Background: an optimization exercise with open tools, aiming at small area and a short achievable clock period. Do not read the settings as production practice. RTL that was checked went through simulation tests only; none was proved equivalent to the original.

run D:
// Top
module Top (
    input         enable,
    input  [31:0] addr,
    input  [31:0] w_data,
    input  [1:0]  htrans,
    input  [2:0]  hsize,
    input         hwrite,
    input  [2:0]  hburst,
    input         Master_ready,
    input         Slave_ready,
    input         HCLK,
    input         HRESETn,
    input  [1:0]  hselx,
    output [31:0] data_out
    );
For scale: ~7500 cells after synthesis, roughly 110 I/O pins, roughly 110000 sq um of cells after synthesis.
==> module Decoder, before the edit <==
module Decoder (
    input  [1:0] SEL,
    output [3:0] HSEL
    );
    assign HSEL = 4'b0001 << SEL;
endmodule
==> module Multiplexor, before the edit <==
module Multiplexor (
    input      [1:0]   SEL,
    input              READY,
    input      [3:0]   HRESP_ALL,
    input      [127:0] G1_ALL,
    input      [127:0] G0_ALL,
    output             HRESP,
    output     [31:0]  data_out
    );
    assign HRESP = HRESP_ALL[SEL];
    wire [31:0] d1 = G1_ALL[32*SEL +: 32];
    wire [31:0] d0 = G0_ALL[32*SEL +: 32];
    assign data_out = READY ? d1 : d0;
endmodule
==> module Top, before the edit <==
module Top (
    input         enable,
    input  [31:0] addr,
    input  [31:0] w_data,
    input  [1:0]  htrans,
    input  [2:0]  hsize,
    input         hwrite,
    input  [2:0]  hburst,
    input         Master_ready,
    input         Slave_ready,
    input         HCLK,
    input         HRESETn,
    input  [1:0]  hselx,
    output [31:0] data_out
    );
    wire        m_idle, m_write, m_read, mr_next, mw_next;
    wire [31:0] HADDR;
    wire [1:0]  HTRANS;
    wire [31:0] WDATA;
    wire [31:0] data_out_q;
    wire        HRESP;
    wire [3:0]  HSEL;
    wire [127:0] hrdata_all, g1_all, g0_all;
    wire [3:0]  hresp_all;
    master Master (
        .HCLK(HCLK), .HRESETn(HRESETn),
        .enable(enable), .addr(addr), .w_data(w_data), .htrans(htrans),
        .hsize(hsize), .hwrite(hwrite), .hburst(hburst),
        .HREADY(Master_ready), .HRESP(HRESP),
        .m_idle(m_idle), .m_write(m_write), .m_read(m_read), .mr_next(mr_next), .mw_next(mw_next),
        .HADDR(HADDR), .HTRANS(HTRANS), .WDATA(WDATA),
        .data_out(data_out), .data_out_q(data_out_q)
    );
    reg  [3:0] idx;
    reg        lt16, gt16;
    wire       lt16_n = (HADDR[31:6] == 26'd0);
    wire       eq16_n = (HADDR[31:2] == 30'd16);
    wire [15:0] sel_next = lt16_n ? (16'd1 << HADDR[5:2]) : 16'd0;
    wire [15:0] wsel     = lt16   ? (16'd1 << idx) : 16'd0;
    always @(posedge HCLK or negedge HRESETn) begin
        if (!HRESETn) begin
            idx  <= 4'd0;
            lt16 <= 1'b1;
            gt16 <= 1'b0;
        end else begin
            if (Slave_ready) begin
                idx  <= HADDR[5:2];
                lt16 <= lt16_n;
                gt16 <= ~lt16_n & ~eq16_n;
            end
        end
    end
    Decoder Decode (.SEL(hselx), .HSEL(HSEL));
    genvar s;
    generate
        for (s = 0; s < 4; s = s + 1) begin : sl
            slave #(.SLAVE(s)) Slave (
                .HCLK(HCLK), .HRESETn(HRESETn),
                .HREADY(Slave_ready), .HWRITE(hwrite), .HTRANS(HTRANS),
                .HSELx(HSEL[s]), .WDATA(WDATA),
                .idx(idx), .lt16(lt16), .gt16(gt16), .wsel(wsel),
                .sel_next(sel_next), .idx_next(HADDR[5:2]),
                .gt16_next(Slave_ready ? (~lt16_n & ~eq16_n) : gt16),
                .mr_next(mr_next), .mw_next(mw_next), .doq(data_out_q),
                .G1(g1_all[32*s +: 32]), .G0(g0_all[32*s +: 32]),
                .HRESP(hresp_all[s]), .HRDATA(hrdata_all[32*s +: 32])
            );
        end
    endgenerate
    Multiplexor Mux (
        .SEL(hselx), .READY(Slave_ready), .HRESP_ALL(hresp_all),
        .G1_ALL(g1_all), .G0_ALL(g0_all),
        .HRESP(HRESP), .data_out(data_out)
    );
endmodule
Settings: LEC_CHECK=0, CAP_MARGIN=20, CORE_MARGIN=2, CORE_UTILIZATION=45, CTS_CLUSTER_DIAMETER=60, CTS_CLUSTER_SIZE=24, PLACE_DENSITY=0.6, SETUP_SLACK_MARGIN=3.5, SLEW_MARGIN=20; clock period 8.0 ns.
standard.sh (not shown) runs the stock make flow with config.mk's settings and CLKGATE_MAP_FILE= SYNTH_SCRIPT=/design/flow/synth_recipe.tcl, a recipe that flattens the netlist after the stock synthesis.
==> flow/flow/run.sh <==
#!/bin/bash
set -euo pipefail
export SYNTH_KEEP_MODULES="Multiplexor"
export BUFFER_PORTS_ARGS="-buffer_cell sky130_fd_sc_hd__buf_4"
bash standard.sh > standard.log 2>&1
#### Input delta (run A over run D)
==> flow/design.v, changed modules only <==
module Decoder (
    input  [1:0] SEL,
    input        READY,
    output [3:0] HSEL,
    output [7:0] DSEL     
    );
    assign HSEL = 4'b0001 << SEL;
    assign DSEL = 8'b00000001 << {SEL, READY};
endmodule
module Multiplexor (
    input      [7:0]   DSEL,
    input      [255:0] G_ALL,      
    output reg [31:0]  data_out
    );
    integer i;
    always @(*) begin
        data_out = 32'd0;
        for (i = 0; i < 8; i = i + 1)
            data_out = data_out | ({32{DSEL[i]}} & G_ALL[32*i +: 32]);
    end
endmodule
module Top (
    input         enable,
    input  [31:0] addr,
    input  [31:0] w_data,
    input  [1:0]  htrans,
    input  [2:0]  hsize,
    input         hwrite,
    input  [2:0]  hburst,
    input         Master_ready,
    input         Slave_ready,
    input         HCLK,
    input         HRESETn,
    input  [1:0]  hselx,
    output [31:0] data_out
    );
    wire        m_idle, m_write, m_read, mr_next, mw_next;
    wire [31:0] HADDR;
    wire [1:0]  HTRANS;
    wire [31:0] WDATA;
    wire [31:0] data_out_q;
    wire        HRESP;
    wire [3:0]  HSEL;
    wire [127:0] hrdata_all;
    wire [255:0] g_all;
    wire [3:0]  hresp_all;
    master Master (
        .HCLK(HCLK), .HRESETn(HRESETn),
        .enable(enable), .addr(addr), .w_data(w_data), .htrans(htrans),
        .hsize(hsize), .hwrite(hwrite), .hburst(hburst),
        .HREADY(Master_ready), .HRESP(HRESP),
        .m_idle(m_idle), .m_write(m_write), .m_read(m_read), .mr_next(mr_next), .mw_next(mw_next),
        .HADDR(HADDR), .HTRANS(HTRANS), .WDATA(WDATA),
        .data_out(data_out), .data_out_q(data_out_q)
    );
    reg  [3:0] idx;
    reg        lt16, gt16;
    wire       lt16_n = (HADDR[31:6] == 26'd0);
    wire       eq16_n = (HADDR[31:2] == 30'd16);
    wire [15:0] sel_next = lt16_n ? (16'd1 << HADDR[5:2]) : 16'd0;
    wire [15:0] wsel     = lt16   ? (16'd1 << idx) : 16'd0;
    always @(posedge HCLK or negedge HRESETn) begin
        if (!HRESETn) begin
            idx  <= 4'd0;
            lt16 <= 1'b1;
            gt16 <= 1'b0;
        end else begin
            if (Slave_ready) begin
                idx  <= HADDR[5:2];
                lt16 <= lt16_n;
                gt16 <= ~lt16_n & ~eq16_n;
            end
        end
    end
    wire [7:0] DSEL;
    Decoder Decode (.SEL(hselx), .READY(Slave_ready), .HSEL(HSEL), .DSEL(DSEL));
    genvar s;
    generate
        for (s = 0; s < 4; s = s + 1) begin : sl
            slave #(.SLAVE(s)) Slave (
                .HCLK(HCLK), .HRESETn(HRESETn),
                .HREADY(Slave_ready), .HWRITE(hwrite), .HTRANS(HTRANS),
                .HSELx(HSEL[s]), .WDATA(WDATA),
                .idx(idx), .lt16(lt16), .gt16(gt16), .wsel(wsel),
                .sel_next(sel_next), .idx_next(HADDR[5:2]),
                .gt16_next(Slave_ready ? (~lt16_n & ~eq16_n) : gt16),
                .mr_next(mr_next), .mw_next(mw_next), .doq(data_out_q),
                .G1(g_all[64*s + 32 +: 32]), .G0(g_all[64*s +: 32]),
                .HRESP(hresp_all[s]), .HRDATA(hrdata_all[32*s +: 32])
            );
        end
    endgenerate
    assign HRESP = hresp_all[hselx];
    Multiplexor Mux (.DSEL(DSEL), .G_ALL(g_all), .data_out(data_out));
endmodule
[summary]
- Summary of run A over run D: register area saw little to no change; routability congestion estimate from global placement went up 0.46%; met3 routed wirelength fell by about 10%; core utilization went down 0.72 points.
- Comparing run D and run A, number of search-and-repair iterations in the first detailed-routing pass is lower on run A.
Function not checked in run D: the RTL went through the layout flow alone.

-- re-timing with driven ports --
The results above use ideal ports. As a check the final layouts listed here were re-extracted and re-timed, cells and wires unchanged.
Step 1 (the two cells are an assumption about what drives the block):
set clk [get_ports {HCLK}]
set_driving_cell -lib_cell sky130_fd_sc_hd__clkbuf_16 $clk
set_driving_cell -lib_cell sky130_fd_sc_hd__buf_2 [delete_from_list [all_inputs] $clk]
Step 2 adds t to the input delays and takes it off the output delays; t is the mean of the earliest and latest rising clock arrival at the registers after step 1. Input paths then give back, and output paths get back, about the clock's delay inside the block.
a / b / c = ideal / step 1 / step 2; a / b = the first two.
| run | t, ns | slack for setup (ns) | hold WS [ns] | worst slew at a driven data input, ns | cell pins on the clock port's net |
|---|---|---|---|---|---|
| run D | 0.960 | 3.326 / 3.019 / 2.537 | 0.490 / 0.490 / 0.490 | 0.35 | 1 |
| run A | 0.942 | 3.318 / 3.228 / 2.396 | 0.481 / 0.481 / 0.481 | 0.18 | 1 |
After both steps every run listed still meets setup and hold. The setup slack of run A, which loses most, moves by -0.090 ns with the drivers and by -0.922 ns with both steps.
